This design comes from an exercise in tuning for small area, a short achievable clock period and few clock cycles per item on the open sky130 flow, not from production work.
Only simulation tests tie the RTL to the original design; equivalence was not proved.

## job 105
==> flow/design.v <==
`timescale 1 ns / 1 ps
module gen_dffr # (
	parameter DW = 32,
	parameter rstValue = {DW{1'b0}}
)
(
	input [DW-1:0] dnxt,
	output [DW-1:0] qout,
	input CLK,
	input RSTn
);
reg [DW-1:0] qout_r;
always @(posedge CLK or negedge RSTn) begin
	if ( ~RSTn )
		qout_r <= rstValue;
	else                  
		qout_r <= dnxt;
end
assign qout = qout_r;
endmodule
`timescale 1 ns / 1 ps
module gen_rsffr # (
	parameter DW = 1,
	parameter rstValue = {DW{1'b0}}
)
(
	input [DW-1:0] set_in,
	input [DW-1:0] rst_in,
	output [DW-1:0] qout,
	input CLK,
	input RSTn
);
reg [DW-1:0] qout_r;
generate
	for ( genvar i = 0; i < DW; i = i + 1 ) begin
		always @(posedge CLK or negedge RSTn) begin
			if ( ~RSTn ) begin
				qout_r[i] <= rstValue[i];
			end 
			else begin
				qout_r[i] <= qout_r[i];
				if ( set_in[i] ) begin
					qout_r[i] <= 1'b1;
				end
				if ( rst_in[i] ) begin
					qout_r[i] <= 1'b0;	
				end
			end
		end
	end
endgenerate
assign qout = qout_r;
endmodule
`timescale 1 ns / 1 ps
module mul #(
	parameter DW = 13+(5+$clog2(4))
)
(
	input mul_exeparam_valid,
	output mul_execute_ready,
	input [DW-1:0] mul_exeparam,
	output mul_writeback_valid,
	output [63:0] mul_res_qout,
	output [(5+$clog2(4))-1:0] mul_rd0_qout,
	input [63:0] src1,
	input [63:0] src2,
	input flush,
	input CLK,
	input RSTn
);
	function [6:0] bitlen64;
		input [63:0] v;
		integer j;
		begin
			bitlen64 = 7'd0;
			for (j = 0; j < 64; j = j + 1)
				if (v[j]) bitlen64 = j + 1;
		end
	endfunction
	function lowmask64;
		input [63:0] v;
		begin
			lowmask64 = ((v >> 1) & ~v) == 64'd0;
		end
	endfunction
	function [2:0] chunks;
		input [63:0] v;
		input s;
		begin
			if (s ? (&v[63:15] | ~|v[63:15]) : ~|v[63:16]) chunks = 3'd1;
			else if (s ? (&v[63:31] | ~|v[63:31]) : ~|v[63:32]) chunks = 3'd2;
			else if (s ? (&v[63:47] | ~|v[63:47]) : ~|v[63:48]) chunks = 3'd3;
			else chunks = 3'd4;
		end
	endfunction
	wire [12:0] in_op = mul_exeparam[19:7];
	wire in_mulw = in_op[4];
	wire in_ms_a = in_op[12] | in_op[11] | in_op[10] | in_op[4];
	wire in_ms_b = in_op[12] | in_op[11] | in_op[4];
	wire [63:0] in_ma = in_mulw ? {{32{src1[31]}}, src1[31:0]} : src1;
	wire [63:0] in_mb = in_mulw ? {{32{src2[31]}}, src2[31:0]} : src2;
	wire in_dword = in_op[3] | in_op[2] | in_op[1] | in_op[0];
	wire in_dsgn = in_op[8] | in_op[6] | in_op[3] | in_op[1];
	reg ready_q;
	reg c_valid;
	reg [63:0] c_a, c_b;
	reg [12:0] c_op;
	reg [6:0] c_tag;
	reg [2:0] na, nb;
	reg [6:0] la, lb;
	reg d_zero;
	always @(posedge CLK) begin
		if (ready_q) begin
			c_a <= src1;
			c_b <= src2;
			c_op <= in_op;
			c_tag <= mul_exeparam[6:0];
			na <= chunks(in_ma, in_ms_a);
			nb <= chunks(in_mb, in_ms_b);
			la <= abslen(src1, in_dword, in_dsgn);
			lb <= abslen(src2, in_dword, in_dsgn);
			d_zero <= in_dword ? (src2[31:0] == 32'd0) : (src2 == 64'd0);
		end
	end
	wire op_mul    = c_op[12];
	wire op_mulh   = c_op[11];
	wire op_mulhsu = c_op[10];
	wire op_mulhu  = c_op[9];
	wire op_div    = c_op[8];
	wire op_divu   = c_op[7];
	wire op_rem    = c_op[6];
	wire op_remu   = c_op[5];
	wire op_mulw   = c_op[4];
	wire op_divw   = c_op[3];
	wire op_divuw  = c_op[2];
	wire op_remw   = c_op[1];
	wire op_remuw  = c_op[0];
	wire c_is_mul = op_mul | op_mulh | op_mulhsu | op_mulhu | op_mulw;
	wire ms_a = op_mul | op_mulh | op_mulhsu | op_mulw;
	wire ms_b = op_mul | op_mulh | op_mulw;
	wire [63:0] ma = op_mulw ? {{32{c_a[31]}}, c_a[31:0]} : c_a;
	wire [63:0] mb = op_mulw ? {{32{c_b[31]}}, c_b[31:0]} : c_b;
	wire mswap = na < nb;
	wire [64:0] m_x = mswap ? {ms_b & mb[63], mb} : {ms_a & ma[63], ma};
	wire [63:0] m_y = mswap ? ma : mb;
	wire m_ys = mswap ? ms_a : ms_b;
	wire [2:0] m_n = mswap ? na : nb;
	wire d_word = op_divw | op_divuw | op_remw | op_remuw;
	wire d_sgn = op_div | op_rem | op_divw | op_remw;
	wire d_isrem = op_rem | op_remu | op_remw | op_remuw;
	wire [63:0] da = d_word ? {{32{d_sgn & c_a[31]}}, c_a[31:0]} : c_a;
	wire [63:0] db = d_word ? {{32{d_sgn & c_b[31]}}, c_b[31:0]} : c_b;
	wire d_nega = d_sgn & da[63];
	wire d_negb = d_sgn & db[63];
	wire [63:0] d_absa = d_nega ? -da : da;
	wire [63:0] d_absb = d_negb ? -db : db;
	function [6:0] abslen;
		input [63:0] v;
		input word, sgn;
		reg [6:0] l64p, l64n, l32p, l32n;
		begin
			l64p = bitlen64(v);
			l64n = bitlen64(~v) + {6'd0, lowmask64(~v)};
			l32p = bitlen64({32'd0, v[31:0]});
			l32n = bitlen64({32'd0, ~v[31:0]}) + {6'd0, lowmask64({32'd0, ~v[31:0]})};
			if (word) abslen = (sgn & v[31]) ? l32n : l32p;
			else abslen = (sgn & v[63]) ? l64n : l64p;
		end
	endfunction
	wire [7:0] d_t = {1'b0, la} - {1'b0, lb};
	wire [7:0] d_t2 = d_t + 8'd2;
	wire [5:0] d_n = (d_zero | d_t[7] | (d_t == 8'd0)) ? 6'd1 : d_t2[6:1];
	wire [63:0] r0 = d_absa;
	wire [63:0] r1 = d_n[0] ? {r0[1:0], r0[63:2]} : r0;
	wire [63:0] r2 = d_n[1] ? {r1[3:0], r1[63:4]} : r1;
	wire [63:0] r3 = d_n[2] ? {r2[7:0], r2[63:8]} : r2;
	wire [63:0] r4 = d_n[3] ? {r3[15:0], r3[63:16]} : r3;
	wire [63:0] r5 = d_n[4] ? {r4[31:0], r4[63:32]} : r4;
	wire [63:0] d_mask = {64{1'b1}} >> {d_n, 1'b0};
	wire [63:0] d_r = r5 & d_mask;
	wire [63:0] d_q = r5 & ~d_mask;
	reg i_valid;
	reg [5:0] i_cnt;
	reg i_last;            
	reg [2:0] i_n;
	reg [81:0] i_acc;      
	reg [63:0] i_q;        
	reg [64:0] i_x;        
	reg i_yb;              
	reg i_ys;              
	reg [6:0] i_tag;
	reg i_mul, i_mulw, i_mulhi, i_word, i_rem, i_neg, i_zero;
	wire i_end = i_valid & i_last;
	wire i_free = ~i_valid | i_last;
	wire p_move = c_valid & i_free;
	wire c_valid_next = ~flush & ((mul_exeparam_valid & ready_q) | (c_valid & ~p_move));
	wire [16:0] m_d = {i_last & i_ys & i_q[15], i_q[15:0]};
	wire signed [81:0] m_prod = $signed(i_x) * $signed(m_d);
	wire signed [81:0] m_acc = $signed(i_acc) >>> 16;
	wire [81:0] m_next = m_prod + m_acc;
	wire [63:0] m_qnext = {m_next[15:0], i_q[63:16]};
	wire [64:0] t1 = {i_acc[63:0], i_q[63]};
	wire [65:0] s1 = {1'b0, t1} - {2'b0, i_x[63:0]};
	wire g1 = ~s1[65];
	wire [63:0] r1n = g1 ? s1[63:0] : t1[63:0];
	wire [63:0] q1n = {i_q[62:0], g1};
	wire [64:0] t2 = {r1n, q1n[63]};
	wire [65:0] s2 = {1'b0, t2} - {2'b0, i_x[63:0]};
	wire g2 = ~s2[65];
	wire [63:0] r2n = g2 ? s2[63:0] : t2[63:0];
	wire [63:0] q2n = {q1n[62:0], g2};
	wire [5:0] new_n = c_is_mul ? {3'd0, m_n} : d_n;
	wire [5:0] cnt_next = p_move ? new_n : i_cnt - 6'd1;
	wire i_valid_next = ~flush & (p_move | (i_valid & ~i_last));
	wire last_next = (cnt_next == 6'd1);
	wire ready_next = ~c_valid_next | ~i_valid_next | last_next;
	always @(posedge CLK) begin
		if (p_move) begin
			i_n <= m_n;
			i_acc <= c_is_mul ? 82'd0 : {18'd0, d_r};
			i_q <= c_is_mul ? m_y : d_q;
			i_x <= c_is_mul ? m_x : {1'b0, d_absb};
			i_yb <= 1'b0;
			i_ys <= m_ys;
			i_tag <= c_tag;
			i_mul <= c_is_mul;
			i_mulw <= op_mulw;
			i_mulhi <= op_mulh | op_mulhsu | op_mulhu;
			i_word <= d_word;
			i_rem <= d_isrem;
			i_neg <= d_isrem ? d_nega : (d_nega ^ d_negb);
			i_zero <= d_zero;
		end else begin
			i_acc <= i_mul ? m_next : {18'd0, r2n};
			i_q <= i_mul ? m_qnext : q2n;
			i_yb <= i_q[15];
		end
	end
	reg [63:0] lo64;
	always @(*) begin
		case (i_n)
			3'd1: lo64 = m_next[63:0];
			3'd2: lo64 = {m_next[47:0], i_q[63:48]};
			3'd3: lo64 = {m_next[31:0], i_q[63:32]};
			default: lo64 = {m_next[15:0], i_q[63:16]};
		endcase
	end
	reg [63:0] hi64;
	always @(*) begin
		case (i_n)
			3'd1: hi64 = {{46{m_next[81]}}, m_next[81:64]};
			3'd2: hi64 = {{30{m_next[81]}}, m_next[81:48]};
			3'd3: hi64 = {{14{m_next[81]}}, m_next[81:32]};
			default: hi64 = m_next[79:16];
		endcase
	end
	reg g_valid;
	reg [63:0] g_res;
	reg [6:0] g_tag;
	reg g_mul, g_mulw, g_word, g_rem, g_neg, g_zero;
	always @(posedge CLK) begin
		g_res <= i_mul ? (i_mulhi ? hi64 : lo64) : (i_rem ? r2n : q2n);
		g_tag <= i_tag;
		g_mul <= i_mul;
		g_mulw <= i_mulw;
		g_word <= i_word;
		g_rem <= i_rem;
		g_neg <= i_neg;
		g_zero <= i_zero;
	end
	always @(posedge CLK or negedge RSTn) begin
		if (~RSTn) begin
			ready_q <= 1'b1;
			c_valid <= 1'b0;
			i_valid <= 1'b0;
			i_cnt <= 6'd0;
			i_last <= 1'b0;
			g_valid <= 1'b0;
		end else begin
			ready_q <= ready_next;
			c_valid <= c_valid_next;
			i_valid <= i_valid_next;
			i_cnt <= cnt_next;
			i_last <= last_next;
			g_valid <= i_end & ~flush;
		end
	end
	wire [63:0] m_res = g_mulw ? {{32{g_res[31]}}, g_res[31:0]} : g_res;
	wire [63:0] d_sres = g_neg ? -g_res : g_res;
	wire [63:0] d_res1 = (g_zero & ~g_rem) ? {64{1'b1}} : d_sres;
	wire [63:0] d_res = g_word ? {{32{d_res1[31]}}, d_res1[31:0]} : d_res1;
	reg [63:0] out_res;
	reg [6:0] out_tag;
	reg out_valid;
	always @(posedge CLK) begin
		out_res <= g_mul ? m_res : d_res;
		out_tag <= g_tag;
	end
	always @(posedge CLK or negedge RSTn) begin
		if (~RSTn) out_valid <= 1'b0;
		else out_valid <= g_valid & ~flush;
	end
	assign mul_execute_ready = ready_q;
	assign mul_writeback_valid = out_valid;
	assign mul_res_qout = out_res;
	assign mul_rd0_qout = out_tag;
endmodule
Settings: LEC_CHECK=0, CAP_MARGIN=20, CORE_MARGIN=2, CORE_UTILIZATION=40, SETUP_SLACK_MARGIN=5, SLEW_MARGIN=20; clock period 14.0 ns.
run.sh (not shown) runs the stock make flow with config.mk's settings and CLKGATE_MAP_FILE= SYNTH_SCRIPT=/design/flow/synth_recipe.tcl, a recipe that flattens the netlist after the stock synthesis.
Testbench counts of job 105, summed over its fixed seeds: cycles 8,120, items 2,560.
#### Input delta (job 103 over job 105)
--- a/flow/design.v
+++ b/flow/design.v
@@ -166,28 +166,29 @@
 			if (word) abslen = (sgn & v[31]) ? l32n : l32p;
 			else abslen = (sgn & v[63]) ? l64n : l64p;
 		end
 	endfunction
 	wire [7:0] d_t = {1'b0, la} - {1'b0, lb};
-	wire [7:0] d_t2 = d_t + 8'd2;
-	wire [5:0] d_n = (d_zero | d_t[7] | (d_t == 8'd0)) ? 6'd1 : d_t2[6:1];
+	wire [7:0] d_t4 = d_t + 8'd4;
+	wire [4:0] d_n = (d_zero | d_t[7] | (d_t == 8'd0)) ? 5'd1 : d_t4[6:2];
 	wire [63:0] r0 = d_absa;
-	wire [63:0] r1 = d_n[0] ? {r0[1:0], r0[63:2]} : r0;
-	wire [63:0] r2 = d_n[1] ? {r1[3:0], r1[63:4]} : r1;
-	wire [63:0] r3 = d_n[2] ? {r2[7:0], r2[63:8]} : r2;
-	wire [63:0] r4 = d_n[3] ? {r3[15:0], r3[63:16]} : r3;
-	wire [63:0] r5 = d_n[4] ? {r4[31:0], r4[63:32]} : r4;
-	wire [63:0] d_mask = {64{1'b1}} >> {d_n, 1'b0};
+	wire [63:0] r2 = d_n[0] ? {r0[3:0], r0[63:4]} : r0;
+	wire [63:0] r3 = d_n[1] ? {r2[7:0], r2[63:8]} : r2;
+	wire [63:0] r4 = d_n[2] ? {r3[15:0], r3[63:16]} : r3;
+	wire [63:0] r5 = d_n[3] ? {r4[31:0], r4[63:32]} : r4;
+	wire [63:0] d_mask = {64{1'b1}} >> {d_n, 2'b0};
 	wire [63:0] d_r = r5 & d_mask;
 	wire [63:0] d_q = r5 & ~d_mask;
+	wire [65:0] d_abs3 = {2'b0, d_absb} + {1'b0, d_absb, 1'b0};
 	reg i_valid;
 	reg [5:0] i_cnt;
 	reg i_last;            
 	reg [2:0] i_n;
 	reg [81:0] i_acc;      
 	reg [63:0] i_q;        
 	reg [64:0] i_x;        
+	reg [65:0] i_x3;       
 	reg i_yb;              
 	reg i_ys;              
 	reg [6:0] i_tag;
 	reg i_mul, i_mulw, i_mulhi, i_word, i_rem, i_neg, i_zero;
 	wire i_end = i_valid & i_last;
@@ -197,31 +198,44 @@
 	wire [16:0] m_d = {i_last & i_ys & i_q[15], i_q[15:0]};
 	wire signed [81:0] m_prod = $signed(i_x) * $signed(m_d);
 	wire signed [81:0] m_acc = $signed(i_acc) >>> 16;
 	wire [81:0] m_next = m_prod + m_acc;
 	wire [63:0] m_qnext = {m_next[15:0], i_q[63:16]};
-	wire [64:0] t1 = {i_acc[63:0], i_q[63]};
-	wire [65:0] s1 = {1'b0, t1} - {2'b0, i_x[63:0]};
-	wire g1 = ~s1[65];
-	wire [63:0] r1n = g1 ? s1[63:0] : t1[63:0];
-	wire [63:0] q1n = {i_q[62:0], g1};
-	wire [64:0] t2 = {r1n, q1n[63]};
-	wire [65:0] s2 = {1'b0, t2} - {2'b0, i_x[63:0]};
-	wire g2 = ~s2[65];
-	wire [63:0] r2n = g2 ? s2[63:0] : t2[63:0];
-	wire [63:0] q2n = {q1n[62:0], g2};
-	wire [5:0] new_n = c_is_mul ? {3'd0, m_n} : d_n;
+	function [65:0] rdx4;      
+		input [63:0] r;
+		input [1:0] nb;
+		input [63:0] d;
+		input [65:0] d3;
+		reg [65:0] t;
+		reg [66:0] e1, e2, e3;
+		reg q1, q2, q3;
+		begin
+			t = {r, nb};
+			e1 = {1'b0, t} - {3'b0, d};
+			e2 = {1'b0, t} - {2'b0, d, 1'b0};
+			e3 = {1'b0, t} - {1'b0, d3};
+			q1 = ~e1[66]; q2 = ~e2[66]; q3 = ~e3[66];
+			rdx4[63:0] = q3 ? e3[63:0] : q2 ? e2[63:0] : q1 ? e1[63:0] : t[63:0];
+			rdx4[65:64] = {q2, q3 | (q1 & ~q2)};
+		end
+	endfunction
+	wire [65:0] dv1 = rdx4(i_acc[63:0], i_q[63:62], i_x[63:0], i_x3);
+	wire [65:0] dv2 = rdx4(dv1[63:0], i_q[61:60], i_x[63:0], i_x3);
+	wire [63:0] r2n = dv2[63:0];
+	wire [63:0] q2n = {i_q[59:0], dv1[65:64], dv2[65:64]};
+	wire [5:0] new_n = c_is_mul ? {3'd0, m_n} : {1'b0, d_n};
 	wire [5:0] cnt_next = p_move ? new_n : i_cnt - 6'd1;
 	wire i_valid_next = ~flush & (p_move | (i_valid & ~i_last));
 	wire last_next = (cnt_next == 6'd1);
 	wire ready_next = ~c_valid_next | ~i_valid_next | last_next;
 	always @(posedge CLK) begin
 		if (p_move) begin
 			i_n <= m_n;
 			i_acc <= c_is_mul ? 82'd0 : {18'd0, d_r};
 			i_q <= c_is_mul ? m_y : d_q;
 			i_x <= c_is_mul ? m_x : {1'b0, d_absb};
+			i_x3 <= d_abs3;
 			i_yb <= 1'b0;
 			i_ys <= m_ys;
 			i_tag <= c_tag;
 			i_mul <= c_is_mul;
 			i_mulw <= op_mulw;
==> comparison <==
Job 103 reports a higher fraction of met1 tracks used by global routing than job 105 does.
Share of final-layout standard cells stronger than drive strength 1: job 103 > job 105
Delta (job 103 minus job 105): number of vias in the routed layout now larger; cell count of the worst reg-to-reg path now larger.
From job 105 to job 103 the numbers moved as follows: post-synthesis simple-gate area fraction did not really move, via density per instance rose about 2.4%, clock-buffer cell count fell 3.2%, worst hold slack picked up an extra 0.0086 ns.
Sort job 105 and job 103 by worst setup slack, ascending, and job 105 comes first.
The final reports for job 103 and job 105 show xor/xnor cell area share of the yosys netlist higher in the former.
sky130_fd_sc_hd__nor3_1 as the cell with the biggest individual delay on the critical path was reported by job 103, and sky130_fd_sc_hd__o211ai_1 by job 105.
Job 103 does worse than job 105 on final wirelength.
When the final numbers for job 105 and job 103 were put side by side, the post-layout instance area turned out to be smaller in job 105.
Compared to job 105, job 103 has combined area of the multi-input logic cells 30% higher.
Testbench counts of job 103, summed over its fixed seeds: cycles 6,185, items 2,560.

-- separate check: timing with driven ports --
No port has a modelled driver above. Below, the same layouts with a new extraction and two added sets of constraints.
Step 1, drivers: a clkbuf_16 drives CLK and a buf_2 each remaining input, both assumed.
Step 2 adds t to the input delays and takes it off the output delays; t is the mean of the earliest and latest rising clock arrival at the registers after step 1. Input paths then give back, and output paths get back, about the clock's delay inside the block.
Three values: no drivers, after step 1, after step 2; two values: the first two.
| run | shift t [ns] | setup WS [ns] | hold WS [ns] | worst register clock-pin slew, ns |
|---|---|---|---|---|
| job 105 | 0.815 | 4.808 / 4.808 / 4.808 | 0.319 / 0.319 / 0.319 | 0.08 / 0.08 |
| job 103 | 0.861 | 4.876 / 4.876 / 4.876 | 0.328 / 0.328 / 0.328 | 0.08 / 0.08 |
After both steps setup and hold are still met in every run listed.
